This is an optimization exercise on Yosys and OpenROAD, whose aim is small area, not a production implementation. Only simulation tests tie the RTL to the original design; equivalence was not proved. Power is estimated from default activity; no workload was simulated.

==> run P: inputs <==
// requant
module requant (
	clk,
	ce,
	rst,
	data_in,
	sync_in,
	gain,
	data_out,
	sync_out,
	addr,
	ovfl
);
clock: 7.0 ns
lec_check: 0
cap_margin: 20
core_margin: 2
core_utilization: 65
cts_buf_list: sky130_fd_sc_hd__clkbuf_8
gpl_timing_driven: 0
place_density: 0.75
slew_margin: 20
synth_hierarchical: 1
synth_minimum_keep_size: 0
standard.sh (not shown) runs the stock make flow with config.mk's settings and CLKGATE_MAP_FILE= SYNTH_SCRIPT=/design/flow/synth_recipe.tcl, a recipe that flattens the netlist after the stock synthesis.
==> flow/flow/run.sh <==
#!/bin/bash
# Standard ORFS layout, with plain buf_1 cells as the port buffers.
set -euo pipefail
bash standard.sh "BUFFER_PORTS_ARGS=-buffer_cell sky130_fd_sc_hd__buf_1" finish > make_finish.log 2>&1
==> run A (differences from run P) <==
--- a/flow/design.v
+++ b/flow/design.v
@@ -756,16 +756,16 @@
 	requant_or2 u_re_w374 (.a(re_c204), .b(re_s221), .y(re_w374));
 	requant_ao21 u_re_w375 (.a(re_w374), .b(re_w371), .c(re_w373), .y(re_w375));
 	requant_and2 u_re_w376 (.a(re_w374), .b(re_w372), .y(re_w376));
 	requant_ao21 u_re_w377 (.a(re_w376), .b(re_w370), .c(re_w375), .y(re_w377));
 	requant_ha u_re_s378 (.a(re_c222), .b(re_s241), .s(re_s378), .co(re_c379));
 	requant_fa u_re_s380 (.a(re_c242), .b(re_s261), .ci(re_c379), .s(re_s380), .co(re_c381));
-	requant_ha u_re_s382 (.a(re_c262), .b(re_s281), .s(re_s382), .co(re_c383));
-	requant_fa u_re_s384 (.a(re_c282), .b(re_s301), .ci(re_c383), .s(re_s384), .co(re_c385));
+	requant_fa u_re_s382 (.a(re_c262), .b(re_s281), .ci(re_c381), .s(re_s382), .co(re_c383));
+	requant_ha u_re_s384 (.a(re_c282), .b(re_s301), .s(re_s384), .co(re_c385));
 	requant_fa u_re_s386 (.a(re_c302), .b(re_s321), .ci(re_c385), .s(re_s386), .co(re_c387));
-	requant_ha u_re_s388 (.a(re_c322), .b(re_s341), .s(re_s388), .co(re_c389));
+	requant_fa u_re_s388 (.a(re_c322), .b(re_s341), .ci(re_c387), .s(re_s388), .co(re_c389));
 	requant_fa u_re_s390 (.a(re_c342), .b(re_s361), .ci(re_c389), .s(re_s390), .co(re_c391));
 	assign re_ovearly = re_ovhi | re_c344 | re_c346 | re_c348 | re_c350 | re_c352 | re_c354 | re_c356 | re_c358 | re_c360;
 	requant_or2 u_re_w392 (.a(re_ovearly), .b(re_c362), .y(re_w392));
 	requant_or2 u_re_w393 (.a(re_w392), .b(re_c391), .y(re_w393));
 	wire re_ovp = re_w393;
 	wire im_s = data_in[17];
@@ -1446,67 +1446,63 @@
 	requant_or2 u_im_w374 (.a(im_c204), .b(im_s221), .y(im_w374));
 	requant_ao21 u_im_w375 (.a(im_w374), .b(im_w371), .c(im_w373), .y(im_w375));
 	requant_and2 u_im_w376 (.a(im_w374), .b(im_w372), .y(im_w376));
 	requant_ao21 u_im_w377 (.a(im_w376), .b(im_w370), .c(im_w375), .y(im_w377));
 	requant_ha u_im_s378 (.a(im_c222), .b(im_s241), .s(im_s378), .co(im_c379));
 	requant_fa u_im_s380 (.a(im_c242), .b(im_s261), .ci(im_c379), .s(im_s380), .co(im_c381));
-	requant_ha u_im_s382 (.a(im_c262), .b(im_s281), .s(im_s382), .co(im_c383));
-	requant_fa u_im_s384 (.a(im_c282), .b(im_s301), .ci(im_c383), .s(im_s384), .co(im_c385));
+	requant_fa u_im_s382 (.a(im_c262), .b(im_s281), .ci(im_c381), .s(im_s382), .co(im_c383));
+	requant_ha u_im_s384 (.a(im_c282), .b(im_s301), .s(im_s384), .co(im_c385));
 	requant_fa u_im_s386 (.a(im_c302), .b(im_s321), .ci(im_c385), .s(im_s386), .co(im_c387));
-	requant_ha u_im_s388 (.a(im_c322), .b(im_s341), .s(im_s388), .co(im_c389));
+	requant_fa u_im_s388 (.a(im_c322), .b(im_s341), .ci(im_c387), .s(im_s388), .co(im_c389));
 	requant_fa u_im_s390 (.a(im_c342), .b(im_s361), .ci(im_c389), .s(im_s390), .co(im_c391));
 	assign im_ovearly = im_ovhi | im_c344 | im_c346 | im_c348 | im_c350 | im_c352 | im_c354 | im_c356 | im_c358 | im_c360;
 	requant_or2 u_im_w392 (.a(im_ovearly), .b(im_c362), .y(im_w392));
 	requant_or2 u_im_w393 (.a(im_w392), .b(im_c391), .y(im_w393));
 	wire im_ovp = im_w393;
 	reg re_cin_r;
 	reg re_r10_0;
 	reg re_r11_0;
-	reg re_k12_r;
 	reg re_r12_0;
+	reg re_k13_r;
 	reg re_r13_0;
 	reg re_r14_0;
-	reg re_k15_r;
 	reg re_r15_0;
 	reg re_r16_0;
 	reg re_s_r;
 	reg re_ovp_r;
 	reg im_cin_r;
 	reg im_r10_0;
 	reg im_r11_0;
-	reg im_k12_r;
 	reg im_r12_0;
+	reg im_k13_r;
 	reg im_r13_0;
 	reg im_r14_0;
-	reg im_k15_r;
 	reg im_r15_0;
 	reg im_r16_0;
 	reg im_s_r;
 	reg im_ovp_r;
 	always @(posedge clk)
 		if (ce) begin
 			re_cin_r <= re_w377;
 			re_r10_0 <= re_s378;
 			re_r11_0 <= re_s380;
-			re_k12_r <= re_c381;
 			re_r12_0 <= re_s382;
+			re_k13_r <= re_c383;
 			re_r13_0 <= re_s384;
 			re_r14_0 <= re_s386;
-			re_k15_r <= re_c387;
 			re_r15_0 <= re_s388;
 			re_r16_0 <= re_s390;
 			re_s_r <= re_s;
 			re_ovp_r <= re_ovp;
 			im_cin_r <= im_w377;
 			im_r10_0 <= im_s378;
 			im_r11_0 <= im_s380;
-			im_k12_r <= im_c381;
 			im_r12_0 <= im_s382;
+			im_k13_r <= im_c383;
 			im_r13_0 <= im_s384;
 			im_r14_0 <= im_s386;
-			im_k15_r <= im_c387;
 			im_r15_0 <= im_s388;
 			im_r16_0 <= im_s390;
 			im_s_r <= im_s;
 			im_ovp_r <= im_ovp;
 		end
 	wire re2_s1;
@@ -1522,16 +1518,16 @@
 	wire re2_s11;
 	wire re2_c12;
 	wire re2_s13;
 	wire re2_c14;
 	requant_ha u_re2_s1 (.a(re_cin_r), .b(re_r10_0), .s(re2_s1), .co(re2_c2));
 	requant_ha u_re2_s3 (.a(re_r11_0), .b(re2_c2), .s(re2_s3), .co(re2_c4));
-	requant_fa u_re2_s5 (.a(re_k12_r), .b(re_r12_0), .ci(re2_c4), .s(re2_s5), .co(re2_c6));
-	requant_ha u_re2_s7 (.a(re_r13_0), .b(re2_c6), .s(re2_s7), .co(re2_c8));
+	requant_ha u_re2_s5 (.a(re_r12_0), .b(re2_c4), .s(re2_s5), .co(re2_c6));
+	requant_fa u_re2_s7 (.a(re_k13_r), .b(re_r13_0), .ci(re2_c6), .s(re2_s7), .co(re2_c8));
 	requant_ha u_re2_s9 (.a(re_r14_0), .b(re2_c8), .s(re2_s9), .co(re2_c10));
-	requant_fa u_re2_s11 (.a(re_k15_r), .b(re_r15_0), .ci(re2_c10), .s(re2_s11), .co(re2_c12));
+	requant_ha u_re2_s11 (.a(re_r15_0), .b(re2_c10), .s(re2_s11), .co(re2_c12));
 	requant_ha u_re2_s13 (.a(re_r16_0), .b(re2_c12), .s(re2_s13), .co(re2_c14));
 	wire [8:0] re_f = finish2({re2_s13, re2_s11, re2_s9, re2_s7, re2_s5, re2_s3, re2_s1}, re_s_r, re_ovp_r | re2_c14);
 	wire im2_s1;
 	wire im2_c2;
 	wire im2_s3;
 	wire im2_c4;
@@ -1544,16 +1540,16 @@
 	wire im2_s11;
 	wire im2_c12;
 	wire im2_s13;
 	wire im2_c14;
 	requant_ha u_im2_s1 (.a(im_cin_r), .b(im_r10_0), .s(im2_s1), .co(im2_c2));
 	requant_ha u_im2_s3 (.a(im_r11_0), .b(im2_c2), .s(im2_s3), .co(im2_c4));
-	requant_fa u_im2_s5 (.a(im_k12_r), .b(im_r12_0), .ci(im2_c4), .s(im2_s5), .co(im2_c6));
-	requant_ha u_im2_s7 (.a(im_r13_0), .b(im2_c6), .s(im2_s7), .co(im2_c8));
+	requant_ha u_im2_s5 (.a(im_r12_0), .b(im2_c4), .s(im2_s5), .co(im2_c6));
+	requant_fa u_im2_s7 (.a(im_k13_r), .b(im_r13_0), .ci(im2_c6), .s(im2_s7), .co(im2_c8));
 	requant_ha u_im2_s9 (.a(im_r14_0), .b(im2_c8), .s(im2_s9), .co(im2_c10));
-	requant_fa u_im2_s11 (.a(im_k15_r), .b(im_r15_0), .ci(im2_c10), .s(im2_s11), .co(im2_c12));
+	requant_ha u_im2_s11 (.a(im_r15_0), .b(im2_c10), .s(im2_s11), .co(im2_c12));
 	requant_ha u_im2_s13 (.a(im_r16_0), .b(im2_c12), .s(im2_s13), .co(im2_c14));
 	wire [8:0] im_f = finish2({im2_s13, im2_s11, im2_s9, im2_s7, im2_s5, im2_s3, im2_s1}, im_s_r, im_ovp_r | im2_c14);
 	function automatic [8:0] finish1;
 		input [6:0] q0;
 		input cin, s, ovp;
 		reg [7:0] v, r;
CORE_UTILIZATION = 40   (was 65)
PLACE_DENSITY = default   (was 0.75)
==> run Y (differences from run P) <==
--- a/flow/design.v
+++ b/flow/design.v
@@ -756,16 +756,16 @@
 	requant_or2 u_re_w374 (.a(re_c204), .b(re_s221), .y(re_w374));
 	requant_ao21 u_re_w375 (.a(re_w374), .b(re_w371), .c(re_w373), .y(re_w375));
 	requant_and2 u_re_w376 (.a(re_w374), .b(re_w372), .y(re_w376));
 	requant_ao21 u_re_w377 (.a(re_w376), .b(re_w370), .c(re_w375), .y(re_w377));
 	requant_ha u_re_s378 (.a(re_c222), .b(re_s241), .s(re_s378), .co(re_c379));
 	requant_fa u_re_s380 (.a(re_c242), .b(re_s261), .ci(re_c379), .s(re_s380), .co(re_c381));
-	requant_ha u_re_s382 (.a(re_c262), .b(re_s281), .s(re_s382), .co(re_c383));
-	requant_fa u_re_s384 (.a(re_c282), .b(re_s301), .ci(re_c383), .s(re_s384), .co(re_c385));
+	requant_fa u_re_s382 (.a(re_c262), .b(re_s281), .ci(re_c381), .s(re_s382), .co(re_c383));
+	requant_ha u_re_s384 (.a(re_c282), .b(re_s301), .s(re_s384), .co(re_c385));
 	requant_fa u_re_s386 (.a(re_c302), .b(re_s321), .ci(re_c385), .s(re_s386), .co(re_c387));
-	requant_ha u_re_s388 (.a(re_c322), .b(re_s341), .s(re_s388), .co(re_c389));
+	requant_fa u_re_s388 (.a(re_c322), .b(re_s341), .ci(re_c387), .s(re_s388), .co(re_c389));
 	requant_fa u_re_s390 (.a(re_c342), .b(re_s361), .ci(re_c389), .s(re_s390), .co(re_c391));
 	assign re_ovearly = re_ovhi | re_c344 | re_c346 | re_c348 | re_c350 | re_c352 | re_c354 | re_c356 | re_c358 | re_c360;
 	requant_or2 u_re_w392 (.a(re_ovearly), .b(re_c362), .y(re_w392));
 	requant_or2 u_re_w393 (.a(re_w392), .b(re_c391), .y(re_w393));
 	wire re_ovp = re_w393;
 	wire im_s = data_in[17];
@@ -1446,67 +1446,63 @@
 	requant_or2 u_im_w374 (.a(im_c204), .b(im_s221), .y(im_w374));
 	requant_ao21 u_im_w375 (.a(im_w374), .b(im_w371), .c(im_w373), .y(im_w375));
 	requant_and2 u_im_w376 (.a(im_w374), .b(im_w372), .y(im_w376));
 	requant_ao21 u_im_w377 (.a(im_w376), .b(im_w370), .c(im_w375), .y(im_w377));
 	requant_ha u_im_s378 (.a(im_c222), .b(im_s241), .s(im_s378), .co(im_c379));
 	requant_fa u_im_s380 (.a(im_c242), .b(im_s261), .ci(im_c379), .s(im_s380), .co(im_c381));
-	requant_ha u_im_s382 (.a(im_c262), .b(im_s281), .s(im_s382), .co(im_c383));
-	requant_fa u_im_s384 (.a(im_c282), .b(im_s301), .ci(im_c383), .s(im_s384), .co(im_c385));
+	requant_fa u_im_s382 (.a(im_c262), .b(im_s281), .ci(im_c381), .s(im_s382), .co(im_c383));
+	requant_ha u_im_s384 (.a(im_c282), .b(im_s301), .s(im_s384), .co(im_c385));
 	requant_fa u_im_s386 (.a(im_c302), .b(im_s321), .ci(im_c385), .s(im_s386), .co(im_c387));
-	requant_ha u_im_s388 (.a(im_c322), .b(im_s341), .s(im_s388), .co(im_c389));
+	requant_fa u_im_s388 (.a(im_c322), .b(im_s341), .ci(im_c387), .s(im_s388), .co(im_c389));
 	requant_fa u_im_s390 (.a(im_c342), .b(im_s361), .ci(im_c389), .s(im_s390), .co(im_c391));
 	assign im_ovearly = im_ovhi | im_c344 | im_c346 | im_c348 | im_c350 | im_c352 | im_c354 | im_c356 | im_c358 | im_c360;
 	requant_or2 u_im_w392 (.a(im_ovearly), .b(im_c362), .y(im_w392));
 	requant_or2 u_im_w393 (.a(im_w392), .b(im_c391), .y(im_w393));
 	wire im_ovp = im_w393;
 	reg re_cin_r;
 	reg re_r10_0;
 	reg re_r11_0;
-	reg re_k12_r;
 	reg re_r12_0;
+	reg re_k13_r;
 	reg re_r13_0;
 	reg re_r14_0;
-	reg re_k15_r;
 	reg re_r15_0;
 	reg re_r16_0;
 	reg re_s_r;
 	reg re_ovp_r;
 	reg im_cin_r;
 	reg im_r10_0;
 	reg im_r11_0;
-	reg im_k12_r;
 	reg im_r12_0;
+	reg im_k13_r;
 	reg im_r13_0;
 	reg im_r14_0;
-	reg im_k15_r;
 	reg im_r15_0;
 	reg im_r16_0;
 	reg im_s_r;
 	reg im_ovp_r;
 	always @(posedge clk)
 		if (ce) begin
 			re_cin_r <= re_w377;
 			re_r10_0 <= re_s378;
 			re_r11_0 <= re_s380;
-			re_k12_r <= re_c381;
 			re_r12_0 <= re_s382;
+			re_k13_r <= re_c383;
 			re_r13_0 <= re_s384;
 			re_r14_0 <= re_s386;
-			re_k15_r <= re_c387;
 			re_r15_0 <= re_s388;
 			re_r16_0 <= re_s390;
 			re_s_r <= re_s;
 			re_ovp_r <= re_ovp;
 			im_cin_r <= im_w377;
 			im_r10_0 <= im_s378;
 			im_r11_0 <= im_s380;
-			im_k12_r <= im_c381;
 			im_r12_0 <= im_s382;
+			im_k13_r <= im_c383;
 			im_r13_0 <= im_s384;
 			im_r14_0 <= im_s386;
-			im_k15_r <= im_c387;
 			im_r15_0 <= im_s388;
 			im_r16_0 <= im_s390;
 			im_s_r <= im_s;
 			im_ovp_r <= im_ovp;
 		end
 	wire re2_s1;
@@ -1522,16 +1518,16 @@
 	wire re2_s11;
 	wire re2_c12;
 	wire re2_s13;
 	wire re2_c14;
 	requant_ha u_re2_s1 (.a(re_cin_r), .b(re_r10_0), .s(re2_s1), .co(re2_c2));
 	requant_ha u_re2_s3 (.a(re_r11_0), .b(re2_c2), .s(re2_s3), .co(re2_c4));
-	requant_fa u_re2_s5 (.a(re_k12_r), .b(re_r12_0), .ci(re2_c4), .s(re2_s5), .co(re2_c6));
-	requant_ha u_re2_s7 (.a(re_r13_0), .b(re2_c6), .s(re2_s7), .co(re2_c8));
+	requant_ha u_re2_s5 (.a(re_r12_0), .b(re2_c4), .s(re2_s5), .co(re2_c6));
+	requant_fa u_re2_s7 (.a(re_k13_r), .b(re_r13_0), .ci(re2_c6), .s(re2_s7), .co(re2_c8));
 	requant_ha u_re2_s9 (.a(re_r14_0), .b(re2_c8), .s(re2_s9), .co(re2_c10));
-	requant_fa u_re2_s11 (.a(re_k15_r), .b(re_r15_0), .ci(re2_c10), .s(re2_s11), .co(re2_c12));
+	requant_ha u_re2_s11 (.a(re_r15_0), .b(re2_c10), .s(re2_s11), .co(re2_c12));
 	requant_ha u_re2_s13 (.a(re_r16_0), .b(re2_c12), .s(re2_s13), .co(re2_c14));
 	wire [8:0] re_f = finish2({re2_s13, re2_s11, re2_s9, re2_s7, re2_s5, re2_s3, re2_s1}, re_s_r, re_ovp_r | re2_c14);
 	wire im2_s1;
 	wire im2_c2;
 	wire im2_s3;
 	wire im2_c4;
@@ -1544,16 +1540,16 @@
 	wire im2_s11;
 	wire im2_c12;
 	wire im2_s13;
 	wire im2_c14;
 	requant_ha u_im2_s1 (.a(im_cin_r), .b(im_r10_0), .s(im2_s1), .co(im2_c2));
 	requant_ha u_im2_s3 (.a(im_r11_0), .b(im2_c2), .s(im2_s3), .co(im2_c4));
-	requant_fa u_im2_s5 (.a(im_k12_r), .b(im_r12_0), .ci(im2_c4), .s(im2_s5), .co(im2_c6));
-	requant_ha u_im2_s7 (.a(im_r13_0), .b(im2_c6), .s(im2_s7), .co(im2_c8));
+	requant_ha u_im2_s5 (.a(im_r12_0), .b(im2_c4), .s(im2_s5), .co(im2_c6));
+	requant_fa u_im2_s7 (.a(im_k13_r), .b(im_r13_0), .ci(im2_c6), .s(im2_s7), .co(im2_c8));
 	requant_ha u_im2_s9 (.a(im_r14_0), .b(im2_c8), .s(im2_s9), .co(im2_c10));
-	requant_fa u_im2_s11 (.a(im_k15_r), .b(im_r15_0), .ci(im2_c10), .s(im2_s11), .co(im2_c12));
+	requant_ha u_im2_s11 (.a(im_r15_0), .b(im2_c10), .s(im2_s11), .co(im2_c12));
 	requant_ha u_im2_s13 (.a(im_r16_0), .b(im2_c12), .s(im2_s13), .co(im2_c14));
 	wire [8:0] im_f = finish2({im2_s13, im2_s11, im2_s9, im2_s7, im2_s5, im2_s3, im2_s1}, im_s_r, im_ovp_r | im2_c14);
 	function automatic [8:0] finish1;
 		input [6:0] q0;
 		input cin, s, ovp;
 		reg [7:0] v, r;
CORE_UTILIZATION = 80   (was 65)
PLACE_DENSITY = 0.88   (was 0.75)
==> notes <==
Sequential share of layout area, highest first: run P, run Y, run A.
Critical path depth, highest first: run Y, run A, run P.
The highest fmax belongs to run P, the lowest to run A.
The highest power belongs to run Y, the lowest to run A.
Routed wire length: run P < run A < run Y.
The lowest global-route usage belongs to run A, the highest to run Y.
Sequential power, lowest first: run A, run Y, run P.
Against run A, the first-iteration DRC count of run Y is higher by about 120%.

==> separate check: timing with driven ports <==
Ports are ideal in the flow. The routed layouts listed here were re-timed in OpenROAD. Step 1: set_driving_cell puts a clkbuf_16 on clk and a buf_2 on each other input, an assumption about the parent block. Step 2 times the ports against the registers' clock, not the clock port: input delays grow and output delays shrink by t, the midpoint of the rising clock arrivals with the driver on. Three values: ideal, step 1, step 2; two values: the first two.
run | t (ns) | setup slack, ns | slew at the worst register clock pin (ns) | cell pins on the clock port's net
run P | 0.384 | 0.347 / 0.361 / -0.022 | 0.09 / 0.09 | 1
run A | 0.385 | 0.111 / 0.123 / -0.262 | 0.10 / 0.10 | 1
run Y | 0.389 | 0.125 / 0.130 / -0.259 | 0.09 / 0.09 | 1
Met with ideal ports but missed after step 2: setup timing in every run listed. The setup slack of run Y, which loses most, moves by +0.005 ns with the drivers and by -0.384 ns with both steps.
